From an optimization exercise on the open Yosys and OpenROAD flow, aimed at a short achievable clock period and few clock cycles; shortcuts taken in it are not production practice.
In this exercise RTL edits were held to simulation tests only and were not proved equivalent to the original.
Power is estimated from default activity; no workload was simulated.

==> amber: inputs <==
==> flow/design.v <==
`timescale 1ns / 1ps
module SCCPU(Clock, Resetn, if_PC, imem_data,
             wb_we, wb_rn, wb_data, dm_we, dm_addr, dm_wdata
    );
	input Clock, Resetn;
	input [31:0] imem_data;      
	output [31:0] if_PC;         
	output wb_we;                
	output [4:0] wb_rn;
	output [31:0] wb_data;
	output dm_we;                
	output [4:0] dm_addr;
	output [31:0] dm_wdata;
	reg [31:0] pc;
	reg [31:0] rf [1:31];
	reg [31:0] dmem [0:31];
	reg        e_valid;
	reg        e_wreg, e_load, e_store, e_br, e_bne, e_pred;
	reg        e_add, e_and, e_or, e_xor, e_srl, e_sll;
	reg        e_useimm;
	reg        e_fma, e_fmb, e_fwa, e_fwb, e_nfa, e_nfb;
	reg [4:0]  e_rd, e_sa;
	reg [31:0] e_a, e_b, e_imm, e_alt;
	reg        m_wr, m_load, m_st;
	reg [4:0]  m_rd;
	reg [31:0] m_res;            
	reg [31:0] m_sel;            
	reg [4:0]  m_addr;
	reg [31:0] m_data;
	reg [31:0] w_res;
	reg        o_we;
	reg [4:0]  o_rd;
	reg [31:0] o_data;
	wire [31:0] inst = imem_data;
	wire [5:0] op = inst[31:26];
	wire [5:0] fn = inst[25:20];
	wire [4:0] rs = inst[9:5];
	wire [4:0] rt = inst[4:0];
	wire [4:0] rdf = inst[14:10];
	wire d_rtype0 = (op == 6'b000000);
	wire d_rtype1 = (op == 6'b000001);
	wire d_rtype2 = (op == 6'b000010);
	wire d_add  = d_rtype0 & (fn == 6'b000001);
	wire d_and  = d_rtype1 & (fn == 6'b000001);
	wire d_or   = d_rtype1 & (fn == 6'b000010);
	wire d_xor  = d_rtype1 & (fn == 6'b000100);
	wire d_srl  = d_rtype2 & (fn == 6'b000010);
	wire d_sll  = d_rtype2 & (fn == 6'b000011);
	wire d_addi = (op == 6'b000101);
	wire d_andi = (op == 6'b001001);
	wire d_ori  = (op == 6'b001010);
	wire d_xori = (op == 6'b001100);
	wire d_lw   = (op == 6'b001101);
	wire d_sw   = (op == 6'b001110);
	wire d_beq  = (op == 6'b001111);
	wire d_bne  = (op == 6'b010000);
	wire d_j    = (op == 6'b010010);
	wire d_br   = d_beq | d_bne;
	wire d_iform = d_addi | d_andi | d_ori | d_xori | d_lw;
	wire d_wreg  = d_add | d_and | d_or | d_xor | d_srl | d_sll | d_iform;
	wire [4:0] d_rd = d_iform ? rt : rdf;
	wire d_sext  = d_addi | d_lw | d_sw | d_br;
	wire [31:0] d_imm = {{16{d_sext & inst[25]}}, inst[25:10]};
	wire d_usea  = d_add | d_and | d_or | d_xor | d_iform | d_sw | d_br;
	wire d_useb  = d_add | d_and | d_or | d_xor | d_srl | d_sll | d_sw | d_br;
	wire [31:0] rf_a = (rs == 5'd0) ? 32'd0 : rf[rs];
	wire [31:0] rf_b = (rt == 5'd0) ? 32'd0 : rf[rt];
	wire e_wr  = e_valid & e_wreg & (e_rd != 5'd0);
	wire d_fma = e_wr & (e_rd == rs);
	wire d_fmb = e_wr & (e_rd == rt);
	wire d_fwa = ~d_fma & m_wr & (m_rd == rs);
	wire d_fwb = ~d_fmb & m_wr & (m_rd == rt);
	wire stall = e_load & ((d_fma & d_usea) | (d_fmb & d_useb));
	wire [31:0] pc4 = pc + 32'd4;
	wire [31:0] btarget = pc4 + {{14{inst[25]}}, inst[25:10], 2'b00};
	wire [31:0] jtarget = {pc4[31:28], inst[25:0], 2'b00};
	wire d_pred = d_br & inst[25];    
	wire [31:0] a = ({32{e_fma}} & m_res) | ({32{e_fwa}} & w_res) | ({32{e_nfa}} & e_a);
	wire [31:0] b = ({32{e_fmb}} & m_res) | ({32{e_fwb}} & w_res) | ({32{e_nfb}} & e_b);
	wire [31:0] src2 = e_useimm ? e_imm : b;
	wire [31:0] sum = a + src2;
	wire [31:0] res = ({32{e_add}} & sum)
	                | ({32{e_and}} & (a & src2))
	                | ({32{e_or}}  & (a | src2))
	                | ({32{e_xor}} & (a ^ src2))
	                | ({32{e_srl}} & (b >> e_sa))
	                | ({32{e_sll}} & (b << e_sa));
	wire [4:0] maddr = a[4:0] + e_imm[4:0];
	wire eq = (a == b);
	wire taken = e_bne ? ~eq : eq;
	wire mispredict = e_valid & e_br & (taken != e_pred);
	reg [31:0] mrd;
	integer k;
	always @(*) begin
		mrd = 32'd0;
		for (k = 0; k < 32; k = k + 1)
			mrd = mrd | ({32{m_sel[k]}} & dmem[k]);
	end
	wire [31:0] mres = m_load ? mrd : m_res;
	always @(posedge Clock or negedge Resetn)
		if (!Resetn) pc <= 32'd0;
		else if (mispredict) pc <= e_alt;
		else if (stall) pc <= pc;
		else if (d_j) pc <= jtarget;
		else if (d_pred) pc <= btarget;
		else pc <= pc4;
	always @(posedge Clock or negedge Resetn)
		if (!Resetn) begin
			e_valid <= 1'b0;
			e_wreg <= 1'b0; e_store <= 1'b0; e_br <= 1'b0; e_load <= 1'b0;
		end else begin
			e_valid <= ~mispredict & ~stall;
			e_wreg <= d_wreg; e_store <= d_sw; e_br <= d_br; e_load <= d_lw & ~mispredict & ~stall;
		end
	always @(posedge Clock) begin
		e_bne <= d_bne; e_pred <= d_pred;
		e_add <= d_add | d_addi; e_and <= d_and | d_andi; e_or <= d_or | d_ori;
		e_xor <= d_xor | d_xori; e_srl <= d_srl; e_sll <= d_sll;
		e_useimm <= d_iform | d_sw;
		e_fma <= d_fma; e_fmb <= d_fmb; e_fwa <= d_fwa; e_fwb <= d_fwb;
		e_nfa <= ~d_fma & ~d_fwa; e_nfb <= ~d_fmb & ~d_fwb;
		e_rd <= d_rd; e_sa <= inst[19:15];
		e_a <= rf_a; e_b <= rf_b; e_imm <= d_imm;
		e_alt <= d_pred ? pc4 : btarget;
	end
	always @(posedge Clock or negedge Resetn)
		if (!Resetn) begin
			m_wr <= 1'b0; m_st <= 1'b0; o_we <= 1'b0;
		end else begin
			m_wr <= e_wr; m_st <= e_valid & e_store; o_we <= m_wr;
		end
	always @(posedge Clock) begin
		m_load <= e_load;
		m_rd <= e_rd;
		m_res <= res;
		m_sel <= 32'd1 << maddr;
		m_addr <= maddr;
		m_data <= b;
		w_res <= mres;
	end
	always @(posedge Clock)
		if (m_wr) begin
			o_rd <= m_rd;
			o_data <= mres;
		end
	integer i;
	always @(posedge Clock or negedge Resetn)
		if (!Resetn) begin
			for (i = 1; i < 32; i = i + 1)
				rf[i] <= (i <= 8) ? i : 32'd0;
		end else if (m_wr)
			rf[m_rd] <= mres;
	always @(posedge Clock or negedge Resetn)
		if (!Resetn) begin
			for (i = 0; i < 32; i = i + 1)
				dmem[i] <= (i >= 1 && i <= 8) ? i : 32'd0;
		end else begin
			for (i = 0; i < 32; i = i + 1)
				if (m_st & m_sel[i]) dmem[i] <= m_data;
		end
	assign if_PC    = pc;
	assign wb_we    = o_we;
	assign wb_rn    = o_rd;
	assign wb_data  = o_data;
	assign dm_we    = m_st;
	assign dm_addr  = m_addr;
	assign dm_wdata = m_data;
endmodule
==> flow/run.sh <==
#!/bin/bash
# synth_recipe.tcl (not shown) runs the flow's synth.tcl, then flattens the netlist and writes it again
# the make line also repeats each setting of config.mk as NAME=value (left out here)
make -C /OpenROAD-flow-scripts/flow DESIGN_CONFIG=/design/flow/config.mk WORK_HOME=/design/flow/orfs CLKGATE_MAP_FILE= SYNTH_SCRIPT=/design/flow/synth_recipe.tcl finish
==> flow/config.mk <==
export PLATFORM = sky130hd
export DESIGN_NAME = SCCPU
export DESIGN_NICKNAME = SCCPU
export VERILOG_FILES = /design/flow/design.v
export SDC_FILE = /design/flow/constraint.sdc
export NUM_CORES = 4
export LEC_CHECK = 0
export ABC_CLOCK_PERIOD_IN_PS = 3000
export CAP_MARGIN = 30
export CORE_MARGIN = 2
export CORE_UTILIZATION = 40
export SETUP_SLACK_MARGIN = 5
export SLEW_MARGIN = 20
==> flow/constraint.sdc <==
create_clock -name core_clock -period 9.0 [get_ports {Clock}]
set_input_delay 1.8000 -clock core_clock [delete_from_list [all_inputs] [get_ports {Clock}]]
set_output_delay 1.8000 -clock core_clock [all_outputs]
set_load 0.01 [all_outputs]
==> inputs of quartz, as changes to amber <==
--- a/flow/design.v
+++ b/flow/design.v
@@ -1 +1,29 @@
+`timescale 1ns / 1ps
+module add32(a, b, ci, c);
+	parameter N = 32;
+	input [N-1:0] a, b;
+	input ci;
+	output [N-1:0] c;
+	wire [N-1:0] p0 = a ^ b;
+	wire [N-1:0] g0 = {a[N-1:1] & b[N-1:1], (a[0] & b[0]) | (p0[0] & ci)};
+	wire [N-1:0] g [0:5];
+	wire [N-1:0] p [0:5];
+	assign g[0] = g0;
+	assign p[0] = p0;
+	genvar l, i;
+	generate
+		for (l = 0; l < 5; l = l + 1) begin : lvl
+			for (i = 0; i < N; i = i + 1) begin : bit_
+				if (i >= (1 << l)) begin : comb
+					assign g[l+1][i] = g[l][i] | (p[l][i] & g[l][i - (1 << l)]);
+					assign p[l+1][i] = p[l][i] & p[l][i - (1 << l)];
+				end else begin : pass
+					assign g[l+1][i] = g[l][i];
+					assign p[l+1][i] = p[l][i];
+				end
+			end
+		end
+	endgenerate
+	assign c = p0 ^ {g[5][N-2:0], ci};
+endmodule
 `timescale 1ns / 1ps
@@ -13,3 +41,3 @@
 	output [31:0] dm_wdata;
-	reg [31:0] pc;
+	reg [31:2] pc;               
 	reg [31:0] rf [1:31];
@@ -22,3 +50,4 @@
 	reg [4:0]  e_rd, e_sa;
-	reg [31:0] e_a, e_b, e_imm, e_alt;
+	reg [31:0] e_a, e_b, e_imm;
+	reg [31:2] e_alt;
 	reg        m_wr, m_load, m_st;
@@ -73,6 +102,12 @@
 	wire stall = e_load & ((d_fma & d_usea) | (d_fmb & d_useb));
-	wire [31:0] pc4 = pc + 32'd4;
-	wire [31:0] btarget = pc4 + {{14{inst[25]}}, inst[25:10], 2'b00};
-	wire [31:0] jtarget = {pc4[31:28], inst[25:0], 2'b00};
-	wire d_pred = d_br & inst[25];    
+	wire [31:2] pc4 = pc + 30'd1;
+	wire [31:2] btarget;             
+	add32 #(.N(30)) btadd (.a(pc), .b({{14{inst[25]}}, inst[25:10]}), .ci(1'b1), .c(btarget));
+	wire [31:2] jtarget = {pc4[31:28], inst[25:0]};
+	wire e_addw = e_wr & e_add;
+	wire d_zres = d_br & e_addw & (((e_rd == rs) & (rt == 5'd0)) | ((e_rd == rt) & (rs == 5'd0)));
+	wire d_same = d_br & (rs == rt);
+	wire d_fres = d_zres | d_same;
+	wire d_ftaken = d_same ? d_beq : (d_bne ^ sum_zero);
+	wire d_pred = d_br & ~d_fres & inst[25];    
 	wire [31:0] a = ({32{e_fma}} & m_res) | ({32{e_fwa}} & w_res) | ({32{e_nfa}} & e_a);
@@ -80,3 +115,4 @@
 	wire [31:0] src2 = e_useimm ? e_imm : b;
-	wire [31:0] sum = a + src2;
+	wire [31:0] sum;
+	add32 alu_add (.a(a), .b(src2), .ci(1'b0), .c(sum));
 	wire [31:0] res = ({32{e_add}} & sum)
@@ -88,2 +124,5 @@
 	wire [4:0] maddr = a[4:0] + e_imm[4:0];
+	wire [31:0] zx = a ^ src2;
+	wire [31:0] zc = {a[30:0] | src2[30:0], 1'b0};
+	wire sum_zero = &(~(zx ^ zc));
 	wire eq = (a == b);
@@ -100,3 +139,3 @@
 	always @(posedge Clock or negedge Resetn)
-		if (!Resetn) pc <= 32'd0;
+		if (!Resetn) pc <= 30'd0;
 		else if (mispredict) pc <= e_alt;
@@ -104,3 +143,3 @@
 		else if (d_j) pc <= jtarget;
-		else if (d_pred) pc <= btarget;
+		else if (d_pred | (d_fres & d_ftaken)) pc <= btarget;
 		else pc <= pc4;
@@ -112,3 +151,3 @@
 			e_valid <= ~mispredict & ~stall;
-			e_wreg <= d_wreg; e_store <= d_sw; e_br <= d_br; e_load <= d_lw & ~mispredict & ~stall;
+			e_wreg <= d_wreg; e_store <= d_sw; e_br <= d_br & ~d_fres; e_load <= d_lw & ~mispredict & ~stall;
 		end
@@ -160,3 +199,3 @@
 		end
-	assign if_PC    = pc;
+	assign if_PC    = {pc, 2'b00};
 	assign wb_we    = o_we;
==> flow/flow/run.sh (new file) <==
#!/bin/bash
set -euo pipefail
export SETUP_SLACK_MARGIN=5.6
bash standard.sh > standard_flow.log 2>&1
==> flow/standard.sh (new file) <==
#!/bin/bash
# synth_recipe.tcl (not shown) runs the flow's synth.tcl, then flattens the netlist and writes it again
# the make line also repeats each setting of config.mk as NAME=value (left out here)
make -C /OpenROAD-flow-scripts/flow DESIGN_CONFIG=/design/flow/config.mk WORK_HOME=/design/flow/orfs CLKGATE_MAP_FILE= SYNTH_SCRIPT=/design/flow/synth_recipe.tcl "${@:-finish}"
- SETUP_SLACK_MARGIN: 5 -> not set
removed: flow/run.sh
==> comparison <==
Of amber and quartz, quartz has the higher global-route usage (gap 1.8 points). Between amber and quartz, the lower total power is in amber (gap about 0.22%, measured against quartz). Non-clock buffer count: amber is lower than quartz (323). First-iteration DRC count: quartz is higher than amber (8.4%). Worst hold slack: quartz is better than amber (0.0030 ns). Of amber and quartz, quartz has the higher count of clock-buffer cells in the layout (gap 13). In amber the utilization is lower than in quartz, by 2.1 points. Of amber and quartz, quartz has the higher die area (gap about 0.7%, measured against quartz). Between quartz and amber, the lower routed wire length is in amber (gap 6.9%, measured against amber).
Testbench counts of amber, summed over its fixed seeds: cycles 34,270.
Testbench counts of quartz, summed over its fixed seeds: cycles 32,988.

static timing again, ports no longer ideal:
How much do the figures lean on ideal ports? The routed layouts below were timed once more, with nothing changed but the port constraints.
Step 1, drivers: a clkbuf_16 drives Clock and a buf_2 each remaining input, both assumed.
Step 2 also shifts input and output timing later by t, the mid clock arrival at the registers, as if the neighbouring blocks saw the same clock.
Slacks: ideal ports / drivers / drivers and shift; pairs: ideal ports / drivers.
run | t, ns | slack for setup (ns) | worst hold slack (ns)
amber | 1.038 | 4.877 / 4.900 / 3.899 | 0.413 / 0.413 / 0.413
quartz | 1.050 | 4.971 / 4.971 / 4.130 | 0.416 / 0.416 / 0.416
After both steps setup and hold are still met in every run listed. The setup slack of amber, which loses most, moves by +0.023 ns with the drivers and by -0.978 ns with both steps.
